This design comes from an exercise in tuning for small area, a short achievable clock period and few clock cycles per item on the open sky130 flow, not from production work. RTL that was checked went through simulation tests only; none was proved equivalent to the original. Power and IR drop assume default switching activity.

run 1:
## mmult
module mmult(
  input  clk,                  
  input  reset_n,              
  input  enable,               
  input  [0:9*8-1] A_mat,      
  input  [0:9*8-1] B_mat,      
  output reg valid,            
  output reg [0:9*17-1] C_mat  
);
  wire [7:0] a00 = A_mat[0:7];
  wire [7:0] b00 = B_mat[0:7];
  wire [7:0] a01 = A_mat[8:15];
  wire [7:0] b01 = B_mat[8:15];
  wire [7:0] a02 = A_mat[16:23];
  wire [7:0] b02 = B_mat[16:23];
  wire [7:0] a10 = A_mat[24:31];
  wire [7:0] b10 = B_mat[24:31];
  wire [7:0] a11 = A_mat[32:39];
  wire [7:0] b11 = B_mat[32:39];
  wire [7:0] a12 = A_mat[40:47];
  wire [7:0] b12 = B_mat[40:47];
  wire [7:0] a20 = A_mat[48:55];
  wire [7:0] b20 = B_mat[48:55];
  wire [7:0] a21 = A_mat[56:63];
  wire [7:0] b21 = B_mat[56:63];
  wire [7:0] a22 = A_mat[64:71];
  wire [7:0] b22 = B_mat[64:71];
  reg q0_0_0;
  reg q0_1_0;
  reg q0_2_0;
  reg q0_2_1;
  reg q0_3_0;
  reg q0_4_0;
  reg q0_5_0;
  reg q0_6_0;
  reg q0_6_1;
  reg q0_6_2;
  reg q0_7_0;
  reg q0_7_1;
  ...
Settings: LEC_CHECK=0, CAP_MARGIN=20, CORE_MARGIN=2, CORE_UTILIZATION=40, SETUP_SLACK_MARGIN=3.5, SLEW_MARGIN=70, SYNTH_HIERARCHICAL=1; clock period 9.0 ns.
standard.sh (not shown) runs the stock make flow with config.mk's settings and CLKGATE_MAP_FILE= SYNTH_SCRIPT=/design/flow/synth_recipe.tcl, a recipe that flattens the netlist after the stock synthesis.
==> flow/flow/run.sh <==
#!/bin/bash
# Layout flow: the standard ORFS flow (standard.sh, unchanged synthesis),
# except that the port buffers are plain buffers (buf_4) instead of the
# delay-cell buffers buffer_ports picks by default. Every input and output
# port still gets its own buffer. Each step's full output goes to a log here.
set -euo pipefail
export BUFFER_PORTS_ARGS="-buffer_cell sky130_fd_sc_hd__buf_4"
bash standard.sh finish > standard_finish.log 2>&1
Testbench counts of run 1, summed over its fixed seeds: cycles 1,600, products 1,600.
Inputs modified between run 1 and run 2:
-- flow/config.mk --
<<< run 1, line 8
export CAP_MARGIN = 20
export CORE_MARGIN = 2
export CORE_UTILIZATION = 40
export SETUP_SLACK_MARGIN = 3.5
export SLEW_MARGIN = 70
export SYNTH_HIERARCHICAL = 1
>>> run 2, line 8
export CAP_MARGIN = 20
export CORE_MARGIN = 2
export CORE_UTILIZATION = 55
export SETUP_SLACK_MARGIN = 3.8
export SLEW_MARGIN = 70
export SYNTH_HIERARCHICAL = 1
Findings:
Per the comparison of run 2 with run 1, cell-internal power lower; number of fill cells in the layout decreased 3878.
Run comparison: run 1 capturing element of the worst setup path C_mat[69]; run 2 capturing element of the worst setup path C_mat[102]
Taking run 1 as the reference, in run 2 met3 usage in global routing climbed 1.8 points; via-per-instance ratio climbed about 9%.
The inputs of run 3 differ from those of run 2 as listed below.
-- flow/config.mk --
<<< run 2, line 8
export CAP_MARGIN = 20
export CORE_MARGIN = 2
export CORE_UTILIZATION = 55
export SETUP_SLACK_MARGIN = 3.8
export SLEW_MARGIN = 70
export SYNTH_HIERARCHICAL = 1
>>> run 3, line 8
export CAP_MARGIN = 20
export CORE_MARGIN = 2
export CORE_UTILIZATION = 40
export SETUP_SLACK_MARGIN = 4.2
export SLEW_MARGIN = 70
export SYNTH_HIERARCHICAL = 1
Results
Run 3 ends up with a combinational power that is about 10% higher than in run 2.
From run 2 to run 3 the numbers moved as follows: number of inserted filler cells in the final layout climbed 49%; area enclosed by the die boundary now larger.


Another version of the RTL of mmult (not shown whole).
For scale: about 4500 cells after synthesis, about 300 flip-flops, ~0.048 mm^2 of cells after synthesis.
Settings: LEC_CHECK=0, ABC_CLOCK_PERIOD_IN_PS=2000, CAP_MARGIN=20, CORE_MARGIN=2, CORE_UTILIZATION=40, SETUP_SLACK_MARGIN=3.5, SLEW_MARGIN=70, SYNTH_HIERARCHICAL=1; clock period 9.0 ns.
run.sh (not shown) runs the stock make flow with config.mk's settings and CLKGATE_MAP_FILE= SYNTH_SCRIPT=/design/flow/synth_recipe.tcl, a recipe that flattens the netlist after the stock synthesis.
Stock flow here: none of the scripts above is used.
The baseline completed without violations.
Edit:
==> flow/flow/run.sh (new file) <==
#!/bin/bash
# Layout flow: the standard ORFS flow (standard.sh, unchanged synthesis),
# except that the port buffers are plain buffers (buf_4) instead of the
# delay-cell buffers buffer_ports picks by default. Every input and output
# port still gets its own buffer. Each step's full output goes to a log here.
set -euo pipefail
export BUFFER_PORTS_ARGS="-buffer_cell sky130_fd_sc_hd__buf_4"
bash standard.sh finish > standard_finish.log 2>&1
==> flow/standard.sh (new file) <==
#!/bin/bash
# synth_recipe.tcl (not shown) runs the flow's synth.tcl, then flattens the netlist and writes it again
# the make line also repeats each setting of config.mk as NAME=value (left out here)
make -C /OpenROAD-flow-scripts/flow DESIGN_CONFIG=/design/flow/config.mk WORK_HOME=/design/flow/orfs CLKGATE_MAP_FILE= SYNTH_SCRIPT=/design/flow/synth_recipe.tcl "${@:-finish}"
Settings changed: ABC_CLOCK_PERIOD_IN_PS 2000 to unset.
removed: flow/run.sh
Effect: Design area decreases by 2.1%; via count is lower by 1.1%; non-clock buffer count falls by 94; final cell count decreases by 1.4%; core utilization fell by 0.97 points; setup slack got worse by 0.067 ns; flip-flop and latch count does not change; hold slack loses 0.39 ns; critical path depth does not change; routed wire length rises by 0.99%.
Edit:
==> flow/run.sh (new file) <==
#!/bin/bash
# synth_recipe.tcl (not shown) runs the flow's synth.tcl, then flattens the netlist and writes it again
# the make line also repeats each setting of config.mk as NAME=value (left out here)
make -C /OpenROAD-flow-scripts/flow DESIGN_CONFIG=/design/flow/config.mk WORK_HOME=/design/flow/orfs CLKGATE_MAP_FILE= SYNTH_SCRIPT=/design/flow/synth_recipe.tcl finish
removed: flow/flow/run.sh
removed: flow/standard.sh
The new run completed without violations.
Hold slack improves by 0.39 ns.
Via count came out higher slightly.
Utilization came out higher by 0.97 points.
Critical path depth is unchanged.
Final cell count came out higher slightly.
No run of this note included a check of the RTL's function; only the layout flow was run.


mmult, a different RTL version from the one above (not shown whole).
Size: about 4400 cells after synthesis, roughly 220 flip-flops, about 300 I/O pins, about 47000 µm² of cells after synthesis.
// mmult
module mmult(
  input  clk,                  
  input  reset_n,              
  input  enable,               
  input  [0:9*8-1] A_mat,      
  input  [0:9*8-1] B_mat,      
  output reg valid,            
  output reg [0:9*17-1] C_mat  
);
export LEC_CHECK = 0
export CAP_MARGIN = 20
export CORE_MARGIN = 2
export CORE_UTILIZATION = 40
export SETUP_SLACK_MARGIN = 4
export SLEW_MARGIN = 20
export SYNTH_HIERARCHICAL = 1
create_clock -name core_clock -period 9.0 [get_ports {clk}]
Stock flow here: none of the scripts above is used.
Then changed:
--- a/flow/config.mk
+++ b/flow/config.mk
@@ -11,2 +11,2 @@
-export SETUP_SLACK_MARGIN = 4
-export SLEW_MARGIN = 20
+export SETUP_SLACK_MARGIN = 2.5
+export SLEW_MARGIN = 70
What happened: The new run completed with no timing, DRC or antenna violations; via count fell by 7.7%; core utilization fell by 6.4 points; sequential share of layout area rose by 1.0 points; final cell count fell by 3.0%; design area fell by 12%; wire length fell by 14%; setup slack got worse by 0.85 ns.
Then changed:
--- a/flow/config.mk
+++ b/flow/config.mk
@@ -11,2 +11 @@
-export SETUP_SLACK_MARGIN = 2.5
-export SLEW_MARGIN = 70
+export SLEW_MARGIN = 20
- utilization shrinks by 0.31 points
- routed wire length stays flat
- power shrinks slightly
- die area stays the same
- design area shrinks slightly
- global-route usage barely changes
- sequential share of layout area stays flat
- area after synthesis stays the same
- setup slack is worse by 0.59 ns
- worst hold slack stays flat
Function was not checked in any run of this note: the RTL went through the layout flow alone.


## try-umber
Another version of the RTL of mmult (not shown whole).
Size: ~4,600 cells after synthesis, roughly 280 flip-flops, roughly 300 I/O pins.
export LEC_CHECK = 0
export CAP_MARGIN = 20
export CORE_MARGIN = 2
export CORE_UTILIZATION = 55
export CTS_BUF_LIST = sky130_fd_sc_hd__clkbuf_4 sky130_fd_sc_hd__clkbuf_8
export SETUP_SLACK_MARGIN = 4.2
export SLEW_MARGIN = 70
export SYNTH_HIERARCHICAL = 1
create_clock -name core_clock -period 9.0 [get_ports {clk}]
standard.sh (not shown) runs the stock make flow with config.mk's settings and CLKGATE_MAP_FILE= SYNTH_SCRIPT=/design/flow/synth_recipe.tcl, a recipe that flattens the netlist after the stock synthesis.
==> flow/flow/run.sh <==
#!/bin/bash
# Layout flow: the standard ORFS flow (standard.sh, unchanged synthesis),
# except that the port buffers are plain buffers (buf_4) instead of the
# delay-cell buffers buffer_ports picks by default. Every input and output
# port still gets its own buffer. Each step's full output goes to a log here.
set -euo pipefail
export BUFFER_PORTS_ARGS="-buffer_cell sky130_fd_sc_hd__buf_4"
bash standard.sh finish > standard_finish.log 2>&1
Testbench counts of try-umber, summed over its fixed seeds: cycles 1,600, products 1,600.
Input changes introduced in try-zinc (baseline for comparison: try-umber):
- CORE_UTILIZATION now 45, was 55
- CTS_BUF_LIST no longer set, was sky130_fd_sc_hd__clkbuf_4 sky130_fd_sc_hd__clkbuf_8
Results
[compare] base=try-umber new=try-zinc: cell area reported after detailed placement went up 460 sq um; part of the total power dissipated in the clock network went up 0.7 points; number of buffer and inverter stages on the critical path went down 1; number of nets at the end of the flow went down about 0.6%; routed wire length went up 3.1%.
Edits applied to the flow inputs when going from try-zinc to try-amber:
- swapping 45 for 55 in CORE_UTILIZATION
Notes after the runs:
- Sort try-zinc and try-amber by count of placed standard cells including taps, descending, and try-zinc comes first.
- try-zinc → try-amber: proportion of power drawn by combinational gates flat, vertical extent of the die down about 9%, sequential cell area share flat, area growth from synthesis to final layout down 1.5 points.
- Share of post-route cells with drive strength above 1 (try-amber over try-zinc): decrease, 0.59 points
- Higher final non-filler cell total among try-zinc and try-amber: try-zinc
- Total die area went down by more than 10% going from try-zinc to try-amber.
## Diff of input files: try-tundra against try-amber
- CORE_UTILIZATION changed from 55 to 65
- SETUP_SLACK_MARGIN changed from 4.2 to 4.5
Results
Share of total power in combinational logic | try-tundra above try-amber. In terms of routability congestion estimate, try-tundra and try-amber differ only marginally. try-amber → try-tundra: number of design-rule violations left by the first detailed-router iteration moved up, cell-internal power moved up, ratio of cells with drive above 1 in the final layout moved up, number of cells in the finished layout apart from fillers moved down. Against try-amber as the reference, try-tundra delivers a higher power. Switching share of power came out lower on try-tundra than on try-amber.
[inputs] try-indigo vs try-tundra
- SETUP_SLACK_MARGIN changed from 4.5 to 4.35
- CORE_UTILIZATION changed from 65 to 55
- SLEW_MARGIN changed from 70 to 20
### Flow results
| met1 layer usage reported by global route | lower: try-indigo |. | ratio of final minimum period to clock period | try-indigo vs try-tundra | 0.61 points higher |. try-indigo vs try-tundra: count of non-CTS buffers in the layout down.
Inputs modified between try-indigo and try-onyx:
- swapping 20 for 70 in SLEW_MARGIN
- swapping 4.35 for 4.2 in SETUP_SLACK_MARGIN
- putting GPL_ROUTABILITY_DRIVEN at 0 where nothing was set
--- outcome ---
try-onyx did not stop at any stage, and its layout met the timing, DRC and antenna checks. Between try-onyx and try-indigo, it is try-onyx whose design area is lower, by about 2.2%. In the metrics for try-indigo and try-onyx, the one carrying the higher final worst setup slack is try-onyx. Standard cell area after detailed placement was higher in try-indigo than in try-onyx. [try-onyx] critical path depth fell 1 relative to try-indigo. On final cell count, try-indigo and try-onyx are neck and neck. Diff try-indigo -> try-onyx: final critical-path required period saw a decrease; total routed wirelength roughly the same; total power consumption of the routed design now smaller.

==> port drivers added, routing unchanged <==
No port has a modelled driver above. Below, the same layouts with a new extraction and two added sets of constraints. Step 1 (the two cells are an assumption about what drives the block):
set clk [get_ports {clk}]
set_driving_cell -lib_cell sky130_fd_sc_hd__clkbuf_16 $clk
set_driving_cell -lib_cell sky130_fd_sc_hd__buf_2 [delete_from_list [all_inputs] $clk]
Step 2 times the ports against the registers' clock, not the clock port: input delays grow and output delays shrink by t, the midpoint of the rising clock arrivals with the driver on. a / b / c = ideal / step 1 / step 2; a / b = the first two.
run | t (ns) | setup WS [ns] | worst hold slack (ns) | worst register clock-pin slew, ns | pins driven straight from the clock port
run 1 | 0.684 | 3.759 / 3.682 / 3.592 | 1.370 / 1.320 / 2.004 | 0.07 / 0.07 | 1
run 2 | 0.661 | 3.870 / 3.796 / 3.559 | 1.403 / 1.355 / 2.016 | 0.07 / 0.07 | 1
run 3 | 0.691 | 3.936 / 3.865 / 3.615 | 1.358 / 1.313 / 2.003 | 0.07 / 0.07 | 1
the first run of note 2 | 0.686 | 3.463 / 3.390 / 3.082 | 1.734 / 1.683 / 2.301 | 0.07 / 0.07 | 1
the second run of note 2 | 0.720 | 3.396 / 3.319 / 3.573 | 1.342 / 1.292 / 2.012 | 0.06 / 0.06 | 1
the third run of note 2 | 0.686 | 3.463 / 3.390 / 3.082 | 1.734 / 1.683 / 2.301 | 0.07 / 0.07 | 1
the first run of note 3 | 0.679 | 3.500 / 3.434 / 2.754 | 1.710 / 1.681 / 2.361 | 0.07 / 0.07 | 1
the second run of note 3 | 0.660 | 2.650 / 2.604 / 1.944 | 1.775 / 1.724 / 2.384 | 0.06 / 0.06 | 1
the third run of note 3 | 0.667 | 2.057 / 2.048 / 1.381 | 1.774 / 1.722 / 2.389 | 0.07 / 0.07 | 1
try-umber | 0.822 | 4.118 / 4.052 / 3.551 | 1.268 / 1.230 / 2.051 | 0.07 / 0.07 | 1
try-zinc | 0.690 | 4.192 / 4.118 / 3.567 | 1.391 / 1.342 / 2.032 | 0.07 / 0.07 | 1
try-amber | 0.677 | 4.248 / 4.177 / 3.585 | 1.413 / 1.363 / 2.040 | 0.07 / 0.07 | 1
try-tundra | 0.649 | 4.293 / 4.221 / 3.671 | 1.428 / 1.380 / 2.029 | 0.06 / 0.06 | 1
try-indigo | 0.666 | 4.238 / 4.168 / 3.713 | 1.428 / 1.381 / 2.047 | 0.07 / 0.07 | 1
try-onyx | 0.677 | 4.248 / 4.177 / 3.585 | 1.413 / 1.363 / 2.040 | 0.07 / 0.07 | 1
After both steps every run listed still meets setup and hold. The setup slack of the first run of note 3, which loses most, moves by -0.066 ns with the drivers and by -0.746 ns with both steps.
